Background: an optimization exercise with open tools, aiming at small area. Do not read the settings as production practice. Function was checked by simulation only, so behaviour that the tests miss may differ from the original.

==> v9: inputs <==
==> flow/design.v (excerpt) <==
module mf_alu #(parameter WIDTH = 16) (
    input clk,     
    input rst_n,   
    input signed [WIDTH-1:0] a1, a2, b1, b2,
    input op, is_complex, use_cop,
    output logic signed [WIDTH-1:0] out1, out2
);
==> flow/config.mk <==
export PLATFORM = sky130hd
export DESIGN_NAME = mf_alu
export DESIGN_NICKNAME = mf_alu
export VERILOG_FILES = /design/flow/design.v
export SDC_FILE = /design/flow/constraint.sdc
export NUM_CORES = 4
export LEC_CHECK = 0
export ABC_AREA = 1
export CAP_MARGIN = 10
export CORE_MARGIN = 2
export CORE_UTILIZATION = 45
export CTS_BUF_LIST = sky130_fd_sc_hd__clkbuf_8
export SLEW_MARGIN = 10
==> flow/constraint.sdc <==
create_clock -name core_clock -period 70.0 [get_ports {clk}]
set_input_delay 14.0000 -clock core_clock [delete_from_list [all_inputs] [get_ports {clk}]]
set_output_delay 14.0000 -clock core_clock [all_outputs]
set_load 0.01 [all_outputs]
standard.sh (not shown) runs the stock make flow with config.mk's settings and CLKGATE_MAP_FILE= SYNTH_SCRIPT=/design/flow/synth_recipe.tcl, a recipe that flattens the netlist after the stock synthesis.
==> flow/flow/run.sh <==
#!/bin/bash
# Standard synthesis, then a netlist clean-up, then the standard layout.
#  1. the standard synthesis (standard.sh) up to 1_2_yosys.v
#  2. fa_flip.py: complement full-adder cells where that removes inverters
#  3. reabc.ys: re-map the logic between adders and flip-flops for area with ABC
#     (adders, flip-flops and tie cells are kept as they are)
#  4. the rest of the standard layout from the new netlist, with the smallest
#     buffer (buf_1) on each input and output port
set -euo pipefail
here=$(pwd)
res=$here/orfs/results/$FLOW_PLATFORM/mf_alu/base
lib=$FLOW_HOME/platforms/$FLOW_PLATFORM/lib/sky130_fd_sc_hd__tt_025C_1v80.lib

bash standard.sh $res/1_2_yosys.v > synth_standard.log 2>&1
cp $res/1_2_yosys.v $here/netlist_standard.v

python3 flow/fa_flip.py $here/netlist_standard.v $here/netlist_flip.v > fa_flip.log 2>&1

sed -e "s#@LIB@#$lib#g" -e "s#@IN@#$here/netlist_flip.v#g" -e "s#@OUT@#$here/netlist_reabc.v#g" \
    -e "s#@ABC@#$here/flow/area.abc#g" flow/reabc.ys > reabc_run.ys
yosys -s reabc_run.ys > yosys_reabc.log 2>&1
python3 flow/check_netlist.py $here/netlist_standard.v $here/netlist_reabc.v > check_netlist.log 2>&1

cp $here/netlist_reabc.v $res/1_2_yosys.v
touch $res/1_2_yosys.v
bash standard.sh "BUFFER_PORTS_ARGS=-buffer_cell sky130_fd_sc_hd__buf_1" finish > layout_standard.log 2>&1
==> flow/flow/area.abc <==
strash; dch; amap; strash; dch; amap; topo; stime -c
==> flow/flow/fa_flip.py <==
#!/usr/bin/env python3
"""Remove inverters around full-adder cells in a mapped Yosys netlist.

A full adder is self-dual: FA(~a, ~b, ~c) = (~cout, ~sum). Yosys's extract_fa
often leaves a cell with inverted inputs and outputs. This pass collapses all
inverters, chooses for each fa cell whether to complement it, and re-inserts
one inverter per net that still needs the complement. ABC re-maps the logic
around the adders afterwards (reabc.ys).

usage: fa_flip.py in.v out.v
"""
import re
import sys

INV = re.compile(r"sky130_fd_sc_hd__(inv|clkinv)_\d+$")
FA = re.compile(r"sky130_fd_sc_hd__fa_\d+$")
OUTPINS = {"X", "Y", "SUM", "COUT", "Q", "Q_N", "HI", "LO"}

src = open(sys.argv[1]).read()
m = re.search(r"^module\s+(\w+)\s*\((.*?)\);(.*?)^endmodule", src, re.S | re.M)
head_end = m.start(3)
body = m.group(3)

cell_re = re.compile(r"^\s*(sky130_fd_sc_hd__\w+)\s+(\S+)\s*\((.*?)\);\s*$", re.S | re.M)
cells = []
decls = []
pos = 0
for cm in cell_re.finditer(body):
    decls.append(body[pos:cm.start()])
    pos = cm.end()
    pins = [(p, n.strip()) for p, n in re.findall(r"\.(\w+)\(([^()]*)\)", cm.group(3))]
    cells.append([cm.group(1), cm.group(2), pins])
tail = body[pos:]
decl_text = "".join(decls)
assert "assign" not in decl_text and "assign" not in tail, "assign statements not supported"

ports = set()
for d in re.findall(r"^\s*(?:input|output)\s+(?:\[(\d+):(\d+)\]\s+)?(\w+);", decl_text, re.M):
    if d[0]:
        for i in range(int(d[1]), int(d[0]) + 1):
            ports.add(f"{d[2]}[{i}]")
    else:
        ports.add(d[2])
outports = set()
for d in re.findall(r"^\s*output\s+(?:\[(\d+):(\d+)\]\s+)?(\w+);", decl_text, re.M):
    if d[0]:
        for i in range(int(d[1]), int(d[0]) + 1):
            outports.add(f"{d[2]}[{i}]")
    else:
        outports.add(d[2])

# inverters that can be collapsed: output not a port
invmap = {}  # out net -> in net
for typ, name, pins in cells:
    if INV.match(typ):
        pd = dict(pins)
        if pd["Y"] not in outports:
            invmap[pd["Y"]] = pd["A"]


def root(n):
    p = 0
    while n in invmap:
        n = invmap[n]
        p ^= 1
    return n, p


driver = {}
for ci, (typ, name, pins) in enumerate(cells):
    for p, n in pins:
        if p in OUTPINS:
            driver[n] = ci

keep = [ci for ci, (typ, name, pins) in enumerate(cells)
        if not (INV.match(typ) and dict(pins)["Y"] in invmap)]
isfa = {ci: bool(FA.match(cells[ci][0])) for ci in keep}
# start from every full adder complemented (partial products then come from NAND gates),
# then improve greedily
flip = {ci: (1 if isfa[ci] else 0) for ci in keep}

# load list: (cell, pinidx, root, pol)
loads = {}
cellins = {ci: [] for ci in keep}
for ci in keep:
    typ, name, pins = cells[ci]
    for k, (p, n) in enumerate(pins):
        if p in OUTPINS:
            continue
        r, pol = root(n)
        loads.setdefault(r, []).append((ci, k, pol))
        cellins[ci].append(r)
# output ports driven through collapsed inverters are kept (not in invmap)


def drvflip(r):
    ci = driver.get(r)
    if ci is None or ci not in flip:
        return 0
    return flip[ci]


def cost(r):
    fd = drvflip(r)
    for ci, k, pol in loads.get(r, []):
        if pol ^ flip[ci] ^ fd:
            return 1
    return 0


def touched(ci):
    rs = set(cellins[ci])
    for p, n in cells[ci][2]:
        if p in OUTPINS:
            rs.add(n)
    return rs


base = sum(cost(r) for r in loads)
changed = True
it = 0
while changed and it < 50:
    changed = False
    it += 1
    for ci in keep:
        if not isfa[ci]:
            continue
        rs = touched(ci)
        before = sum(cost(r) for r in rs)
        flip[ci] ^= 1
        after = sum(cost(r) for r in rs)
        if after < before:
            changed = True
        else:
            flip[ci] ^= 1
final = sum(cost(r) for r in loads)
ninv = sum(1 for typ, name, pins in cells if INV.match(typ))
print(f"fa_flip: inverters before {ninv}, collapsed-net need {base}, after flipping {final}, "
      f"flipped {sum(flip.values())} fa cells", file=sys.stderr)

# rewrite
def esc(n):
    return n + " " if n.startswith("\\") else n


newnets = []
out = []
negname = {}
for r in loads:
    if cost(r):
        nn = "_faflip_n%d_" % len(negname)
        negname[r] = nn
        newnets.append(nn)
for ci in keep:
    typ, name, pins = cells[ci]
    newpins = []
    for p, n in pins:
        if p in OUTPINS:
            newpins.append((p, n))
        else:
            r, pol = root(n)
            need = pol ^ flip[ci] ^ drvflip(r)
            newpins.append((p, negname[r] if need else r))
    out.append(f"  {typ} {name} (\n" + ",\n".join(f"    .{p}({esc(n)})" for p, n in newpins) + "\n  );\n")
for i, (r, nn) in enumerate(negname.items()):
    out.append(f"  sky130_fd_sc_hd__inv_1 _faflip_inv{i}_ (\n    .A({esc(r)}),\n    .Y({nn})\n  );\n")
newdecl = "".join(f"  wire {n};\n" for n in newnets)
res = src[:head_end] + decl_text + newdecl + "".join(out) + tail + src[m.end(3):]
open(sys.argv[2], "w").write(res)
Other scripts of this flow, unchanged in this note and not shown: flow/flow/check_netlist.py, flow/flow/reabc.ys
==> inputs of v1, as changes to v9 <==
--- a/flow/flow/run.sh
+++ b/flow/flow/run.sh
@@ -4,8 +4,7 @@
 #  2. fa_flip.py: complement full-adder cells where that removes inverters
 #  3. reabc.ys: re-map the logic between adders and flip-flops for area with ABC
 #     (adders, flip-flops and tie cells are kept as they are)
-#  4. the rest of the standard layout from the new netlist, with the smallest
-#     buffer (buf_1) on each input and output port
+#  4. the rest of the standard layout from the new netlist
 set -euo pipefail
 here=$(pwd)
 res=$here/orfs/results/$FLOW_PLATFORM/mf_alu/base
==> flow/flow/area.abc (replaced) <==
strash; dch; map -a; strash; dch; map -a; strash; dch; map -a; topo; stime -c
--- a/flow/flow/fa_flip.py
+++ b/flow/flow/fa_flip.py
@@ -4,8 +4,7 @@
 A full adder is self-dual: FA(~a, ~b, ~c) = (~cout, ~sum). Yosys's extract_fa
 often leaves a cell with inverted inputs and outputs. This pass collapses all
 inverters, chooses for each fa cell whether to complement it, and re-inserts
-one inverter per net that still needs the complement. ABC re-maps the logic
-around the adders afterwards (reabc.ys).
+one inverter per net that still needs the complement.
 
 usage: fa_flip.py in.v out.v
 """
@@ -75,9 +74,7 @@
 keep = [ci for ci, (typ, name, pins) in enumerate(cells)
         if not (INV.match(typ) and dict(pins)["Y"] in invmap)]
 isfa = {ci: bool(FA.match(cells[ci][0])) for ci in keep}
-# start from every full adder complemented (partial products then come from NAND gates),
-# then improve greedily
-flip = {ci: (1 if isfa[ci] else 0) for ci in keep}
+flip = {ci: 0 for ci in keep}
 
 # load list: (cell, pinidx, root, pol)
 loads = {}
CAP_MARGIN = 20   (was 10)
CTS_BUF_LIST = not set   (was sky130_fd_sc_hd__clkbuf_8)
SLEW_MARGIN = 20   (was 10)
==> inputs of v37, as changes to v9 <==
==> flow/flow/area.abc (replaced) <==
strash; dch; amap -F 5 -A 5; strash; dch; amap -F 5 -A 5; topo; stime -c
==> results.py <==
metrics = {
    "run_status": {
        "status": "no timing/DRC/antenna violations",
    },
    "detailed_routing": {
        "routed_via_density": 5.90,
    },
    "timing": {
        "max_freq_mhz": 15.7,
    },
    "critical_path": {
        "cp_data_arrival_time_ns": 63.89,
    },
}
[end of results for v37]
==> results.py <==
metrics = {
    "run_status": {
        "status": "no timing/DRC/antenna violations",
    },
    "global_route": {
        "grt.overflow.total": 0,
    },
    "detailed_routing": {
        "drtIter0Drc": 2368,
    },
    "critical_path": {
        "crit_path_start_kind": "input pin",
        "critPathKind": "input pin to flop",
    },
    "placement": {
        "placed_area_um2": 28000,
    },
    "timing": {
        "slew_violations": 0,
        "max_freq_mhz": 15.7,
    },
    "min_path": {
        "hp-class": "input pin to async pin",
    },
    "cells_and_area": {
        "finalInstanceArea_um2": 28600,
    },
}
[end of results for v9]
==> results.py <==
metrics = {
    "cells_and_area": {
        "inv_count": 623,
        "final.clkbuf_count": 9,
        "final_layout_size_suffix_gt1_share_pct": 4.26,
    },
    "detailed_routing": {
        "routed_via_density": 5.40,
    },
    "critical_path": {
        "cp_data_arrival_time_ns": 64.08,
    },
    "timing": {
        "max_freq_mhz": 15.7,
    },
    "run_status": {
        "status": "no timing/DRC/antenna violations",
    },
    "global_route": {
        "grt.busiest_layer": "met2",
    },
}
[end of results for v1]

## afterwards: timing with drivers on the ports
How much do the figures lean on ideal ports? The routed layouts below were timed once more, with nothing changed but the port constraints. Step 1, drivers: a clkbuf_16 drives clk and a buf_2 each remaining input, both assumed. Step 2 also shifts input and output timing later by t, the mid clock arrival at the registers, as if the neighbouring blocks saw the same clock. Three values: ideal ports, drivers, drivers and shift; two values: the first two.
run	t (ns)	slack for setup (ns)	worst data-port slew with drivers (ns)
v9	0.396	6.214 / 6.174 / 5.779	0.11
v1	0.393	6.117 / 6.143 / 5.750	0.03
v37	0.395	6.317 / 6.336 / 5.941	0.06
After both steps every run listed still meets setup and hold. The setup slack of v9, which loses most, moves by -0.040 ns with the drivers and by -0.435 ns with both steps.
